Source: an optimization exercise on an open RTL-to-GDS flow (aim: small area and a short achievable clock period). Production flows keep margins and buffers that such runs may drop. The RTL was checked by simulation tests, not by an equivalence proof against the original design. Power figures rest on the tool's default switching activity, not on a simulated workload.

==> flow/design.v (outline; a module is shown in full before it is edited, if it fits) <==
// module mmu_top: 17040 lines
// module prefix_add16: 3 lines
// module prefix_pg16: 37 lines
// module prefix_lo16: 24 lines
// module prefix_hi16: 21 lines
// module fa: 4 lines
module mmu_top(
    clk,
    active,
    datain,
    win,
    wwrite,
    maccout,
    wout,
    wwriteout,
    activeout,
    dataout
);
  // ...
==> flow/run.sh <==
#!/bin/bash
# synth_recipe.tcl (not shown) runs the flow's synth.tcl, then flattens the netlist and writes it again
# the make line also repeats each setting of config.mk as NAME=value (left out here)
make -C /OpenROAD-flow-scripts/flow DESIGN_CONFIG=/design/flow/config.mk WORK_HOME=/design/flow/orfs CLKGATE_MAP_FILE= SYNTH_SCRIPT=/design/flow/synth_recipe.tcl finish
==> flow/config.mk <==
export PLATFORM = sky130hd
export DESIGN_NAME = mmu_top
export DESIGN_NICKNAME = mmu_top
export VERILOG_FILES = /design/flow/design.v
export SDC_FILE = /design/flow/constraint.sdc
export NUM_CORES = 4
export LEC_CHECK = 0
export CAP_MARGIN = 20
export CORE_MARGIN = 2
export CORE_UTILIZATION = 60
export SETUP_SLACK_MARGIN = 2.0
export SLEW_MARGIN = 20
export SYNTH_HIERARCHICAL = 1
==> flow/constraint.sdc <==
create_clock -name core_clock -period 5.5 [get_ports {clk}]
set_input_delay 1.1000 -clock core_clock [delete_from_list [all_inputs] [get_ports {clk}]]
set_output_delay 1.1000 -clock core_clock [all_outputs]
set_load 0.01 [all_outputs]
==> run_results.csv, run 1 <==
group,metric,value,unit
clock_tree,cts.path.max_buffers,4,
pwr,cellLeakagePower,86.4,nW
drt,detail_route.first_pass.iterations,6,
critical_path,worst_ep_required_time,6.17,ns
job,cap_violations,0,
clock_tree,hold_buffers,0,
clock_tree,clk_pin_slew,0.06,ns
drt,drc,0,
min_path,hold_end,"r7c7_d[0]",
critical_path,r2r_cells,12,
drt,ant_nets,0,
floorplan,rows,214,
cells_and_area,area_growth,9.91,%
sta,min_period,3.86,ns
grt,overflow,0,
clock_tree,cts_resized,50,
cells_and_area,seq_area,91500,um2
critical_path,startpoint_type,"register",
status,status,"finished clean",
cells_and_area,multi_input_area,106000,um2
pwr,seq_power_share,32.4,%
pwr,swShare,37.7,%
cells_and_area,postLayoutCoreUtil,66.4,%
clock_tree,clk_latency,0.95,ns
critical_path,critPathLaunch,"r7c0_w[3]",
sta,fmaxAchievable,0.259,GHz
grt,use_met3,3.50,%
grt,gr-usage-met1,41.3,%
cells_and_area,multi_input_comb_cells,9751,
sta,setup_viol,0,
placement,dp_cells,19400,
critical_path,cp.depth,12,
cells_and_area,instances_no_fill,20100,
cells_and_area,layout.nets,19400,
logic_synthesis,syn_inst,15300,
grt,grt_pass1_wl,696000,um
placement,gp_routability_congestion,0.861,
pwr,p_sw,58.1,mW
==> run 2, diff against run 1 <==
--- a/flow/config.mk
+++ b/flow/config.mk
@@ -8,5 +8,5 @@
 export CAP_MARGIN = 20
 export CORE_MARGIN = 2
-export CORE_UTILIZATION = 60
+export CORE_UTILIZATION = 45
 export SETUP_SLACK_MARGIN = 2.0
 export SLEW_MARGIN = 20
==> run 2 against run 1 <==
Against the previous run:
- critical endpoint is now r7c0_gq[10]
- worst hold slack worse by 0.0021 ns
- sequential cell count unchanged
- via count down 2.6%
- largest cell class unchanged
- setup slack better by 0.13 ns
- sequential share of layout area down 0.32 points
- total power down 2.6%
- first-iteration DRC count down 17%
- critical path depth down 2
- register-to-register slack better by 0.14 ns
- count of clock-buffer cells in the layout up 33
- largest power group unchanged
- design area up 0.80%
- still clean
==> run_results.csv, run 2 <==
group,metric,value,unit
status,status,"finished clean",
cells_and_area,layout.nets,19400,
pwr,swShare,37.0,%
clock_tree,clk_latency,0.98,ns
cells_and_area,drive_gt1_share,6.98,%
drt,drt_iter0_drc,7350,
drt,ant_nets,0,
sta,fmaxAchievable,0.268,GHz
pwr,p_int,94.4,mW
floorplan,core,456000,um2
placement,io_buffer_count,409,
cells_and_area,postLayoutCoreUtil,50.0,%
sta,finalMaxSlewViolations,0,
clock_tree,cts.path.max_buffers,4,
drt,vias,108000,
sta,fin_crit_sh,67.7,%
sta,rsz0062_at_grt,"true",
critical_path,worst_ep_required_time,6.19,ns
clock_tree,cts_htree_levels,5,
logic_synthesis,synth.avg_cell_area,13.4,um2
critical_path,crit_fanout,3,
cells_and_area,area_growth,10.8,%
cells_and_area,layout_common_cells,"fa_1 (3539), nand2_1 (3333), edfxtp_1 (2169)",
cells_and_area,instances_no_fill,21600,
floorplan,initial_core_util,45.1,%
sta,worst_pin_slew,1.05,ns
clock_tree,hold_buffers,0,
critical_path,cp.arrival,4.42,ns
clock_tree,cts_tree,"built",
drt,detail_route.first_pass.iterations,6,
grt,overflow,0,
placement,place_hpwl,327000,um
grt,grt_pass1_vias,117000,
pwr,p_sw,55.5,mW
drt,routed_wl,428000,um
pwr,clkPwrFrac,17.3,%
clock_tree,clk_pin_slew,0.06,ns
floorplan,pin_count,410,
critical_path,startpoint_type,"primary input",
grt,grt_usage,18.7,%
job,cap_violations,0,
sta,hold_ws,0.324,ns
min_path,min_path_type,"reg2reg",
clock_tree,numClockSinks,3483,
sta,finClkSkew,0.0623,ns
grt,grt_pass1_wl,685000,um
critical_path,end_kind,"register",
critical_path,critPathKind,"in2reg",
floorplan,rows,248,
clock_tree,cts-root-buf,"clkbuf_16",
floorplan,die_w,680,um
placement,dp_cells,20800,
clock_tree,cts_buffers,376,
sta,fin_setup_tns,0,ns
pwr,power_density,658,nW/um2
pwr,ir_drop,0.525,mV
sta,hold_viol,0,
grt,antenna_found_initial,15,
logic_synthesis,yosysWarningCount,7,
placement,gp_routability_congestion,0.831,
logic_synthesis,syn_inst,15300,
pwr,seq_power_share,33.2,%
sta,min_period,3.73,ns
sta,setup_viol,0,
logic_synthesis,synth.cell_area,205000,um2
drt,routed_via_density,5.01,
sta,relSlewSlack,30.0,%
drt,drc,0,
floorplan,dieArea,462000,um2
grt,grt_max_degree,124,
pwr,cellLeakagePower,86.4,nW
floorplan,die-height,680,um
drt,post_drt_wl_per_cell,19.8,um
pwr,comb_power_share,49.5,%
cells_and_area,final_common_cell,"fa_1",
run 2: cell type report:
class                   instances  area (um2)
fillers                     38800      228000
inverters                    1114        4180
flip-flops and latches       3483       91500
diodes                          3        7.51
clock inverters               201        2290
repair buffers                566        5420
well taps                    6000        7510
multi-input cells            9751      106000
clock buffers                 504       10500
run 2: worst max-delay path, cell delays in order:
cell             delay [ns]
clkdlybuf4s50_1        0.52
a21o_1                 0.10
o211ai_1               0.08
a222oi_1               0.47
fa_1                   0.51
fa_1                   0.46
fa_2                   0.57
ha_4                   0.21
a21o_1                 0.18
a21o_2                 0.20
run 2: final timing paths:
kind                                 start  cells past startpoint           to  slack [ns]
worst max-delay path            datain[61]                     10  r7c0_gq[10]        1.77
worst min-delay path             r7c6_d[4]                      0    r7c7_d[4]        0.32
worst max register to register   r7c0_w[3]                     10  r7c0_gq[10]        1.78
worst min register to register   r7c6_d[4]                      0    r7c7_d[4]        0.32
run 2: repair_timing:
action / 4_1_cts / 5_1_grt
setup endpoints to repair: 58 / 70
cloned: 0 / 0
pin swaps: 17 / 11
resized for setup: 62 / 34
buffers inserted: 39 / 60
run 2: power groups by stage:
stage	registers [mW]	clock network (mW)	logic, mW
after detailed placement	50.5	0	74.8
after global placement	50.4	0	72.5
after floorplan	47.7	0	53.3
final	49.7	26.0	74.2
after CTS	50.0	26.7	75.4
after global routing	50.7	27.7	87.1
run 2: metal layers:
metal	global-route usage, %	part of all wire [%]	vias up
met5	0	0	-
met4	3.98	2.1	0
met3	2.43	4.8	546
met2	27.5	43	2807
met1	29.7	50	56200
li1	-	-	48800
run 2: metrics by stage:
stage	setup slack (ns)	area, um2	power [mW]
final	1.77	228000	150
after global routing	1.71	228000	165
after CTS	1.79	227000	152
after detailed placement	0.509	214000	125
after global placement	0.526	214000	123
after floorplan	0.799	206000	101

port drivers added, routing unchanged:
In the flow no input, the clock included, has a driving cell. The finished layouts below were timed again as built, in two steps.
Step 1 (the two cells are an assumption about what drives the block):
set clk [get_ports {clk}]
set_driving_cell -lib_cell sky130_fd_sc_hd__clkbuf_16 $clk
set_driving_cell -lib_cell sky130_fd_sc_hd__buf_2 [delete_from_list [all_inputs] $clk]
Step 2 times the ports against the registers' clock, not the clock port: input delays grow and output delays shrink by t, the midpoint of the rising clock arrivals with the driver on.
Slacks: ideal / step 1 / step 2; pairs: ideal / step 1.
run	shift t [ns]	setup WS [ns]	worst setup path at the end	cell pins on the clock port's net
run 1	1.037	1.639 / 1.639 / 0.778	input to register	1
run 2	1.060	1.774 / 1.781 / 0.797	input to register	1
After both steps setup and hold are still met in every run listed. For run 2, which loses most, drivers alone change the setup slack by +0.007 ns; drivers and shift together by -0.977 ns.
